What follows belongs to an exercise in optimizing a design on an open flow for small area and a short achievable clock period; a production flow would make more cautious choices. Power figures rest on the tool's default switching activity, not on a simulated workload.

## NEURON
module NEURON(Clock, SignA, SignB, SignC, SignD, ExponentA, ExponentB, ExponentC, ExponentD, MantissaA, MantissaB, MantissaC, MantissaD, SignOut, ExponentOut, MantissaOut, SignOut1, ExponentOut1, MantissaOut1, SignOut2, ExponentOut2, MantissaOut2);
Size in the first run: roughly 690 cells after synthesis, ~93 flip-flops, ~85 I/O pins, roughly 0.0066 mm² of cells after synthesis.
Settings: LEC_CHECK=0, CAP_MARGIN=20, CORE_MARGIN=2, CORE_UTILIZATION=55, CTS_BUF_LIST=sky130_fd_sc_hd__clkbuf_8, SLEW_MARGIN=20, TNS_END_PERCENT=5; clock period 11.0 ns.
standard.sh (not shown) runs the stock make flow with config.mk's settings and CLKGATE_MAP_FILE= SYNTH_SCRIPT=/design/flow/synth_recipe.tcl, a recipe that flattens the netlist after the stock synthesis.
==> flow/flow/run.sh <==
#!/bin/bash
# The standard layout, with plain buf_1 cells as port buffers and timing
# repair aiming below the clock period (paths with less than SETUP_SLACK_MARGIN
# ns of slack are repaired).
set -euo pipefail
export BUFFER_PORTS_ARGS="-buffer_cell sky130_fd_sc_hd__buf_1"
export SETUP_SLACK_MARGIN=7.1
bash standard.sh > standard_flow.log 2>&1
==> next run, changes <==
--- a/flow/design.v
+++ b/flow/design.v
@@ -165,48 +165,47 @@
 assign cc[9]  = g80 | p80 & ci;
 assign cc[10] = g90 | p90 & ci;
 assign cc[11] = ga0 | pa0 & ci;
 wire flip = inv & ~gb0;
 wire [5:0] su = p[11:6] ^ cc[11:6];
 wire [5:0] m = su ^ {6{flip}};
 wire c = gb0;
-wire [5:0] kl = ma[5:0] | mb[5:0];
+wire [11:0] kl = ma | mb;
 wire zsub = p50 & p[6] & p[7] & pb8;    
-wire z = inv ? zsub : (~p[0] & (p[5:1] == kl[4:0]) & ~|su);
+wire z = inv ? zsub : (~p[0] & (p[11:1] == kl[10:0]));
 wire ta = r_swp ? r_t2 : r_t1;   
 wire tb = r_swp ? r_t1 : r_t2;   
 wire s = same ? r_t1 : ((c | (r_swp & zsub)) ? ta : tb);
 wire [5:0] E = e1_gt ? r_e1 : r_e2;
 wire ge33 = E[5] & |E[4:0];
 wire ge32 = E[5];
 wire ge31 = E[5] | &E[4:0];
 wire ge30 = E[5] | &E[4:1];
 wire ge29 = E[5] | (&E[4:2] & (E[1] | E[0]));
 wire ge28 = E[5] | &E[4:2];
 wire e0 = ~|E;
 reg q_s, q_sn, q_zero, q_ge33, q_ge32, q_eq31, q_eq30, q_eq29, q_eq28;
 reg [5:0] q_m;
-reg q_m432, q_m54;      
 reg [4:0] q_e;
 always @(posedge Clock) begin
   q_s <= s;
   q_sn <= ~s;
   q_m <= m;
-  q_m432 <= &m[4:2];
-  q_m54 <= &m[5:4];
   q_e <= E[4:0];
   q_zero <= ~s & e0 & z;
   q_ge33 <= ge33;
   q_ge32 <= ge32;
   q_eq31 <= ge31 & ~ge32;
   q_eq30 <= ge30 & ~ge31;
   q_eq29 <= ge29 & ~ge30;
   q_eq28 <= ge28 & ~ge29;
 end
 wire q_m5 = q_m[5];
+wire q_m432 = &q_m[4:2];
+wire q_m54 = &q_m[5:4];
 wire zero = q_zero;
 wire eq32 = q_ge32 & ~q_ge33;
 reg [4:0] te; reg [5:0] tm;
 always @* begin
   if (zero) begin te = 5'b00000; tm = 6'b000000; end
   else if (q_ge32) begin te = 5'b01111; tm = 6'b000000; end
   else if (q_eq31 & q_m5) begin te = 5'b01110; tm = 6'b111000; end
What happened:
- total power goes down by a few percent
- wire length goes up by a little under a tenth
- final area stays flat
- sequential power goes up by a few percent
- critical path depth goes up by 1
- non-clock buffer count goes down by 4
- sequential share of layout area goes down by 0.69 points
- final cell count goes up by a few percent
- worst setup slack improved by 0.035 ns
- via count goes up by a few percent
- hold slack improved by 0.0065 ns
No functional check of the RTL was part of any run of this note.

========
NEURON, a different RTL version from the one above (not shown whole).
Size: about 750 cells after synthesis, ~91 flip-flops, roughly 85 I/O pins, roughly 6900 um2 of cells after synthesis.
==> flow/config.mk <==
export PLATFORM = sky130hd
export DESIGN_NAME = NEURON
export DESIGN_NICKNAME = NEURON
export VERILOG_FILES = /design/flow/design.v
export SDC_FILE = /design/flow/constraint.sdc
export NUM_CORES = 4
export LEC_CHECK = 0
export CAP_MARGIN = 20
export CORE_MARGIN = 2
export CORE_UTILIZATION = 55
export CTS_BUF_LIST = sky130_fd_sc_hd__clkbuf_8
export SLEW_MARGIN = 20
==> flow/constraint.sdc <==
create_clock -name core_clock -period 11.0 [get_ports {Clock}]
set_input_delay 2.2000 -clock core_clock [delete_from_list [all_inputs] [get_ports {Clock}]]
set_output_delay 2.2000 -clock core_clock [all_outputs]
set_load 0.01 [all_outputs]
==> flow/flow/run.sh <==
#!/bin/bash
# The standard layout, with plain buf_1 cells as port buffers and timing
# repair aiming below the clock period (paths with less than SETUP_SLACK_MARGIN
# ns of slack are repaired).
set -euo pipefail
export BUFFER_PORTS_ARGS="-buffer_cell sky130_fd_sc_hd__buf_1"
export SETUP_SLACK_MARGIN=7.25
bash standard.sh > standard_flow.log 2>&1
The starting point ran to the end with no violations.
Rerun with:
--- a/flow/design.v
+++ b/flow/design.v
@@ -81,24 +81,25 @@
 reg [5:0] r_e1, r_e2;    
 reg r_t1, r_t2;          
 always @(posedge Clock) begin
   r_ma <= MantissaA; r_mb <= MantissaB; r_mc <= MantissaC; r_md <= MantissaD;
   r_e1 <= e1;
   r_e2 <= e2;
   r_t1 <= SignA ~^ SignB;
   r_t2 <= SignC ~^ SignD;
 end
 wire [6:0] xd = {1'b0, r_e1} + {1'b0, ~r_e2};
-wire [6:0] yd = {1'b0, r_e2} + {1'b0, ~r_e1};
 wire e1_gt = xd[6];
-wire e2_gt = yd[6];
-wire [5:0] ediff = e1_gt ? ~yd[5:0] : ~xd[5:0];
+wire e_eq = &xd[5:0];
+wire e2_gt = ~e1_gt & ~e_eq;
+wire [5:0] xd1 = xd[5:0] + 6'd1;
+wire [5:0] ediff = e1_gt ? xd1 : ~xd[5:0];
 wire [3:0] dsat = ediff[3:0] | {4{ediff[5] | ediff[4]}};
 wire [11:0] p1, p2;
 MUL6 mul1 (r_ma, r_mb, p1);
 MUL6 mul2 (r_mc, r_md, p2);
 reg [3:0] r_d;           
 reg [11:0] r_x, r_y;
 reg [3:0] r_amt;
 reg r_swp;
 always @(posedge Clock) begin
   r_d <= dsat;
@@ -142,26 +143,26 @@
 wire [5:0] su = p[11:6] ^ cc[11:6];
 wire [5:0] m = su ^ {6{flip}};
 wire c = gb0;
 wire [11:0] kl = ma | mb;
 wire zsub = p50 & p[6] & p[7] & pb8;    
 wire z = inv ? zsub : (~p[0] & (p[11:1] == kl[10:0]));
 wire ta = r_swp ? r_t2 : r_t1;   
 wire tb = r_swp ? r_t1 : r_t2;   
 wire s = same ? r_t1 : ((c | (r_swp & zsub)) ? ta : tb);
 wire [5:0] E = e1_gt ? r_e1 : r_e2;
-wire ge33 = (r_e1[5] & |r_e1[4:0]) | (r_e2[5] & |r_e2[4:0]);
-wire ge32 = r_e1[5] | r_e2[5];
-wire ge31 = ge32 | (&r_e1[4:0]) | (&r_e2[4:0]);
-wire ge30 = ge32 | (&r_e1[4:1]) | (&r_e2[4:1]);
-wire ge29 = ge32 | (&r_e1[4:2] & (r_e1[1] | r_e1[0])) | (&r_e2[4:2] & (r_e2[1] | r_e2[0]));
-wire ge28 = ge32 | (&r_e1[4:2]) | (&r_e2[4:2]);
+wire ge33 = E[5] & |E[4:0];
+wire ge32 = E[5];
+wire ge31 = E[5] | &E[4:0];
+wire ge30 = E[5] | &E[4:1];
+wire ge29 = E[5] | (&E[4:2] & (E[1] | E[0]));
+wire ge28 = E[5] | &E[4:2];
 wire e0 = ~|{r_e1, r_e2};
 reg q_s, q_sn, q_zero, q_ge33, q_ge32, q_eq31, q_eq30, q_eq29, q_eq28;
 reg [5:0] q_m;
 reg [4:0] q_e;
 always @(posedge Clock) begin
   q_s <= s;
   q_sn <= ~s;
   q_m <= m;
   q_e <= E[4:0];
   q_zero <= ~s & e0 & z;
Effect:
- count of clock-buffer cells in the layout rises by 2
- sequential power falls by 4.0%
- setup slack is worse by 0.066 ns
- synthesized area falls by 2.8%
- total power falls by 7.6%
- non-clock buffer count rises by 1
No run of this note included a check of the RTL's function; only the layout flow was run.

==> port drivers added, routing unchanged <==
How much do the figures lean on ideal ports? The routed layouts below were timed once more, with nothing changed but the port constraints. Step 1 assumes that a clkbuf_16 drives the clock port and a buf_2 every other input. Step 2, shift: input delay + t, output delay - t, t = (earliest + latest rising clock arrival at the registers) / 2. This alone moves slack from input paths to output paths. Slacks: no drivers / after step 1 / after step 2; pairs: no drivers / after step 1.
run	t (ns)	slack for setup (ns)	worst slew at a driven data input, ns	pins driven straight from the clock port
the first run of note 1	0.399	7.048 / 7.015 / 6.951	0.03	1
the second run of note 1	0.400	7.083 / 7.047 / 6.928	0.03	1
the first run of note 2	0.401	7.293 / 7.258 / 6.986	0.03	1
the second run of note 2	0.410	7.226 / 7.191 / 7.023	0.04	1
After both steps setup and hold are still met in every run listed. For the first run of note 2, which loses most, drivers alone change the setup slack by -0.035 ns; drivers and shift together by -0.307 ns.
